What follows belongs to an exercise in optimizing a design on an open flow for small area, a short achievable clock period and few clock cycles per item; a production flow would make more cautious choices. RTL that was checked went through simulation tests only; none was proved equivalent to the original. Power figures rest on the tool's default switching activity, not on a simulated workload.

==> build 74 <==
==> flow/design.v <==
`timescale 1ns / 1ps
module NN
    # (parameter DATAWIDTH = 32)
    (
    input wire signed[31:0] input_1,
    input wire signed[31:0] input_2,
    input wire clk,
    input wire resetn,
    input wire enable,
    output reg signed[31:0] final_output,
    output reg total_ovf,
    output reg total_zero,
    output reg[2:0] ovf_fsm_state,
    output reg[2:0] zero_fsm_state,
    output wire ready,
    output reg done
);
function gt_const31(input [30:0] x, input [30:0] c);
    integer lv, k;
    reg [31:0] g, e;
    begin
        g = {1'b0, x & ~c};
        e = {1'b1, ~(x ^ c)};
        for (lv = 1; lv < 32; lv = lv * 2)
            for (k = 0; k + lv < 32; k = k + 2 * lv) begin
                g[k] = g[k+lv] | (e[k+lv] & g[k]);
                e[k] = e[k+lv] & e[k];
            end
        gt_const31 = g[0];
    end
endfunction
wire [30:0] i1o = {1'b0, ~input_1[31], input_1[30:2]};
wire [30:0] i2o = {~input_2[31], input_2[30:1]};
wire r3 = !gt_const31(i1o, ((357913941) + 31'sd536870912)) &&  gt_const31(i1o, ((-357913941) + 31'sd536870912)) &&
          !gt_const31(i2o, ((429496729) + 32'sd1073741824)) &&  gt_const31(i2o, ((-429496730) + 32'sd1073741824));
wire r4 = !gt_const31(i1o, ((44739243) + 31'sd536870912)) &&  gt_const31(i1o, ((-44739242) + 31'sd536870912)) &&
          !gt_const31(i2o, ((42949673) + 32'sd1073741824)) &&  gt_const31(i2o, ((-42949673) + 32'sd1073741824));
wire z3 = (input_1[31:2] == 30'd0) || (input_2[31:1] == 31'd0);
wire z4 = (input_1[31:2] == 30'd89478486) || (input_1[31:2] == (30'h3FFFFFFF & -30'sd178956970)) ||
          (input_2[31:1] == (31'h7FFFFFFF & -31'sd429496729));
wire [31:0] na = ~input_1;
wire [31:0] nb = ~input_2;
wire [31:0] q1 = {na[30:2], 3'b000};
wire [31:0] q2 = {na[29:2], 4'b0000};
wire [31:0] q3 = {nb[29:1], 3'b000};
wire [31:0] q4 = {nb[28:1], 4'b0000};
wire [31:0] q5 = {nb[31], nb[31:1]};
wire [31:0] qk = 32'd82;
wire [31:0] sa = q1 ^ q3 ^ q5;
wire [31:0] ca = ((q1 & q3) | (q1 & q5) | (q3 & q5)) << 1;
wire [31:0] sb = q2 ^ q4 ^ qk;
wire [31:0] cb = ((q2 & q4) | (q2 & qk) | (q4 & qk)) << 1;
wire [31:0] s2 = sa ^ ca ^ sb;
wire [31:0] c2 = ((sa & ca) | (sa & sb) | (ca & sb)) << 1;
wire [31:0] s3 = s2 ^ c2 ^ cb;
wire [31:0] c3 = ((s2 & c2) | (s2 & cb) | (c2 & cb)) << 1;
reg [31:0] s3_q, c3_q;
reg r3_q, r4_q, z3_q, z4_q;
reg en_q;
always @(posedge clk) begin
    s3_q <= s3;
    c3_q <= c3;
    r3_q <= r3;
    r4_q <= r4;
    z3_q <= z3;
    z4_q <= z4;
end
wire [31:0] pg_p = s3_q ^ c3_q;
wire [31:0] pg_g = s3_q & c3_q;
wire [31:0] gl [0:5];
wire [31:0] pl [0:5];
assign gl[0] = pg_g;
assign pl[0] = pg_p;
genvar lv, bi;
generate
    for (lv = 0; lv < 5; lv = lv + 1) begin : PREFIX
        for (bi = 0; bi < 32; bi = bi + 1) begin : BIT
            if (bi & (1 << lv)) begin : COMB
                assign gl[lv+1][bi] = gl[lv][bi] | (pl[lv][bi] & gl[lv][((bi >> lv) << lv) - 1]);
                assign pl[lv+1][bi] = pl[lv][bi] & pl[lv][((bi >> lv) << lv) - 1];
            end else begin : PASS
                assign gl[lv+1][bi] = gl[lv][bi];
                assign pl[lv+1][bi] = pl[lv][bi];
            end
        end
    end
endgenerate
wire [31:0] w = pg_p ^ {gl[5][30:0], 1'b0};
wire u31 = (w[31] == w[30]);
wire u29 = (w[31:28] == 4'b0000) || (w[31:28] == 4'b1111);
wire ovf = !(r4_q && u29);
reg [28:0] w_q;
reg ovf_q;
reg [2:0] ovf_st_q;
reg [2:0] zero_st_q;
always @(posedge clk) begin
    w_q <= w[28:0];
    ovf_q <= ovf;
    ovf_st_q <= !r3_q ? 3'd3 : (!r4_q || !u31) ? 3'd4 : !u29 ? 3'd5 : 3'd0;
    zero_st_q <= (z4_q && r3_q) ? 3'd4 : z3_q ? 3'd3 : 3'd0;
end
always @(posedge clk, negedge resetn) begin
    if (!resetn) begin
        en_q <= 1'b0;
        done <= 1'b0;
    end else begin
        en_q <= enable;
        done <= en_q;
    end
end
assign ready = 1'b1;
always @(*) begin
    final_output = {~w_q | {29{ovf_q}}, 1'b1, ovf_q, ovf_q};
    total_ovf = ovf_q;
    total_zero = 1'b0;
    ovf_fsm_state = ovf_st_q;
    zero_fsm_state = zero_st_q;
end
endmodule
==> flow/flow/run.sh <==
#!/bin/bash
# Own layout flow: the standard ORFS flow (standard.sh, standard synthesis unchanged),
# with the port buffers chosen explicitly instead of the resizer's default pick.
set -euo pipefail
bash standard.sh "BUFFER_PORTS_ARGS=-buffer_cell sky130_fd_sc_hd__buf_2" finish > flow_standard.log 2>&1
==> flow/standard.sh <==
#!/bin/bash
# synth_recipe.tcl (not shown) runs the flow's synth.tcl, then flattens the netlist and writes it again
# the make line also repeats each setting of config.mk as NAME=value (left out here)
make -C /OpenROAD-flow-scripts/flow DESIGN_CONFIG=/design/flow/config.mk WORK_HOME=/design/flow/orfs CLKGATE_MAP_FILE= SYNTH_SCRIPT=/design/flow/synth_recipe.tcl "${@:-finish}"
==> flow/config.mk <==
export PLATFORM = sky130hd
export DESIGN_NAME = NN
export DESIGN_NICKNAME = NN
export VERILOG_FILES = /design/flow/design.v
export SDC_FILE = /design/flow/constraint.sdc
export NUM_CORES = 4
export LEC_CHECK = 0
export CAP_MARGIN = 80
export CORE_MARGIN = 2
export CORE_UTILIZATION = 65
export SLEW_MARGIN = 80
==> flow/constraint.sdc <==
create_clock -name core_clock -period 16.0 [get_ports {clk}]
set_input_delay 3.2000 -clock core_clock [delete_from_list [all_inputs] [get_ports {clk}]]
set_output_delay 3.2000 -clock core_clock [all_outputs]
set_load 0.01 [all_outputs]
==> build 34 (differences from build 74) <==
==> flow/design.v (replaced) <==
`timescale 1ns / 1ps
module NN
    # (parameter DATAWIDTH = 32)
    (
    input wire signed[31:0] input_1,
    input wire signed[31:0] input_2,
    input wire clk,
    input wire resetn,
    input wire enable,
    output reg signed[31:0] final_output,
    output reg total_ovf,
    output reg total_zero,
    output reg[2:0] ovf_fsm_state,
    output reg[2:0] zero_fsm_state,
    output wire ready,
    output reg done
);
function gt_const31(input [30:0] x, input [30:0] c);
    integer k;
    reg g;
    begin
        g = 1'b0;
        for (k = 0; k < 31; k = k + 1)
            g = c[k] ? (x[k] & g) : (x[k] | g);
        gt_const31 = g;
    end
endfunction
wire [30:0] i1o = {~input_1[31], input_1[30:2]};
wire [30:0] i2o = {~input_2[31], input_2[30:1]};
wire r3 = !gt_const31(i1o, ((357913941) + 31'sd536870912)) &&  gt_const31(i1o, ((-357913941) + 31'sd536870912)) &&
          !gt_const31(i2o, ((429496729) + 32'sd1073741824)) &&  gt_const31(i2o, ((-429496730) + 32'sd1073741824));
wire r4 = !gt_const31(i1o, ((44739243) + 31'sd536870912)) &&  gt_const31(i1o, ((-44739242) + 31'sd536870912)) &&
          !gt_const31(i2o, ((42949673) + 32'sd1073741824)) &&  gt_const31(i2o, ((-42949673) + 32'sd1073741824));
wire z3 = (input_1[31:2] == 30'd0) || (input_2[31:1] == 31'd0);
wire z4 = (input_1[31:2] == 30'd89478486) || (input_1[31:2] == (30'h3FFFFFFF & -30'sd178956970)) ||
          (input_2[31:1] == (31'h7FFFFFFF & -31'sd429496729));
wire [31:0] i1x = {{2{input_1[31]}}, input_1[31:2]};
wire [31:0] i2x = {input_2[31], input_2[31:1]};
wire [31:0] u = (i1x << 4) + (i1x << 3) + (i2x << 4) + (i2x << 3) + i2x - 32'd34;
reg [31:0] u_q;
reg r3_q, r4_q, z3_q, z4_q;
always @(posedge clk) begin
    u_q  <= u;
    r3_q <= r3;
    r4_q <= r4;
    z3_q <= z3;
    z4_q <= z4 && r3;
end
always @(posedge clk, negedge resetn) begin
    if (!resetn)
        done <= 1'b0;
    else
        done <= enable;
end
assign ready = 1'b1;
wire u31 = (u_q[31] == u_q[30]);
wire u29 = (u_q[31:28] == 4'b0000) || (u_q[31:28] == 4'b1111);
wire ovf = !(r4_q && u29);
always @(*) begin
    final_output = ovf ? 32'hFFFFFFFF : {u_q[28:0], 3'b100};
    total_ovf = ovf;
    total_zero = 1'b0;
    ovf_fsm_state = !r3_q ? 3'd3 : (!r4_q || !u31) ? 3'd4 : !u29 ? 3'd5 : 3'd0;
    zero_fsm_state = z4_q ? 3'd4 : z3_q ? 3'd3 : 3'd0;
end
endmodule
Settings changed: CAP_MARGIN 80 to 20, CORE_UTILIZATION 65 to 40, SLEW_MARGIN 80 to 20.
==> summary.txt <==
Logic pwr share - 50.3%
Vias - 5163
M3 GR Usage - 4.08%
Adder-cell share of the synthesized area - 35.8%
Clk latency of the worst-skew pair - 0.38 ns
Status - timing/DRC/antenna clean
Max Clk Rate - 197 MHz
Hold Path End - w_q[2]
Worst path arrival time - 5.36 ns
Die height - 106 um
First-pass GRT wire length - 24.6 mm
Hpwl dp - 12.4 mm
Hold Crit Start - s3_q[2]
Inst Count DP - 902
Chip width - 106 um
Multi-In Gates - 433
FF-to-FF setup slack - 12.77 ns
# the run above: build 74

==> summary.txt <==
First-pass GRT wire length - 26.9 mm
Worst path arrival time - 7.11 ns
Multi-In Gates - 529
Die height - 133 um
Hpwl dp - 14.4 mm
Clk power - 0.0957 mW
Adder-cell share of the synthesized area - 46.9%
Status - timing/DRC/antenna clean
Logic pwr share - 72.8%
Dominant synthesized flop cell - dfxtp_1
Crit path depth - 15
Chip width - 133 um
Setup violations, final - 0
# the run above: build 34

Testbench counts of build 74, summed over its fixed seeds: cycles 2,408, items 2,400.
Function not checked in build 34: the RTL went through the layout flow alone.

## what the ideal ports hide
The flow's constraints put no driver on any port. The routed layouts listed below were extracted and timed again, unchanged, in two steps.
Step 1 assumes that a clkbuf_16 drives the clock port and a buf_2 every other input.
Step 2, shift: input delay + t, output delay - t, t = (earliest + latest rising clock arrival at the registers) / 2. This alone moves slack from input paths to output paths.
Three values: ideal, step 1, step 2; two values: the first two.
run	t (ns)	setup slack, ns	worst setup path after step 2	worst data-port slew with drivers (ns)	pins driven straight from the clock port
build 74	0.407	10.927 / 10.942 / 10.534	input to register	0.05	1
build 34	0.330	9.112 / 9.121 / 8.791	input to register	0.06	1
After both steps setup and hold are still met in every run listed. The setup slack of build 74, which loses most, moves by +0.015 ns with the drivers and by -0.393 ns with both steps.
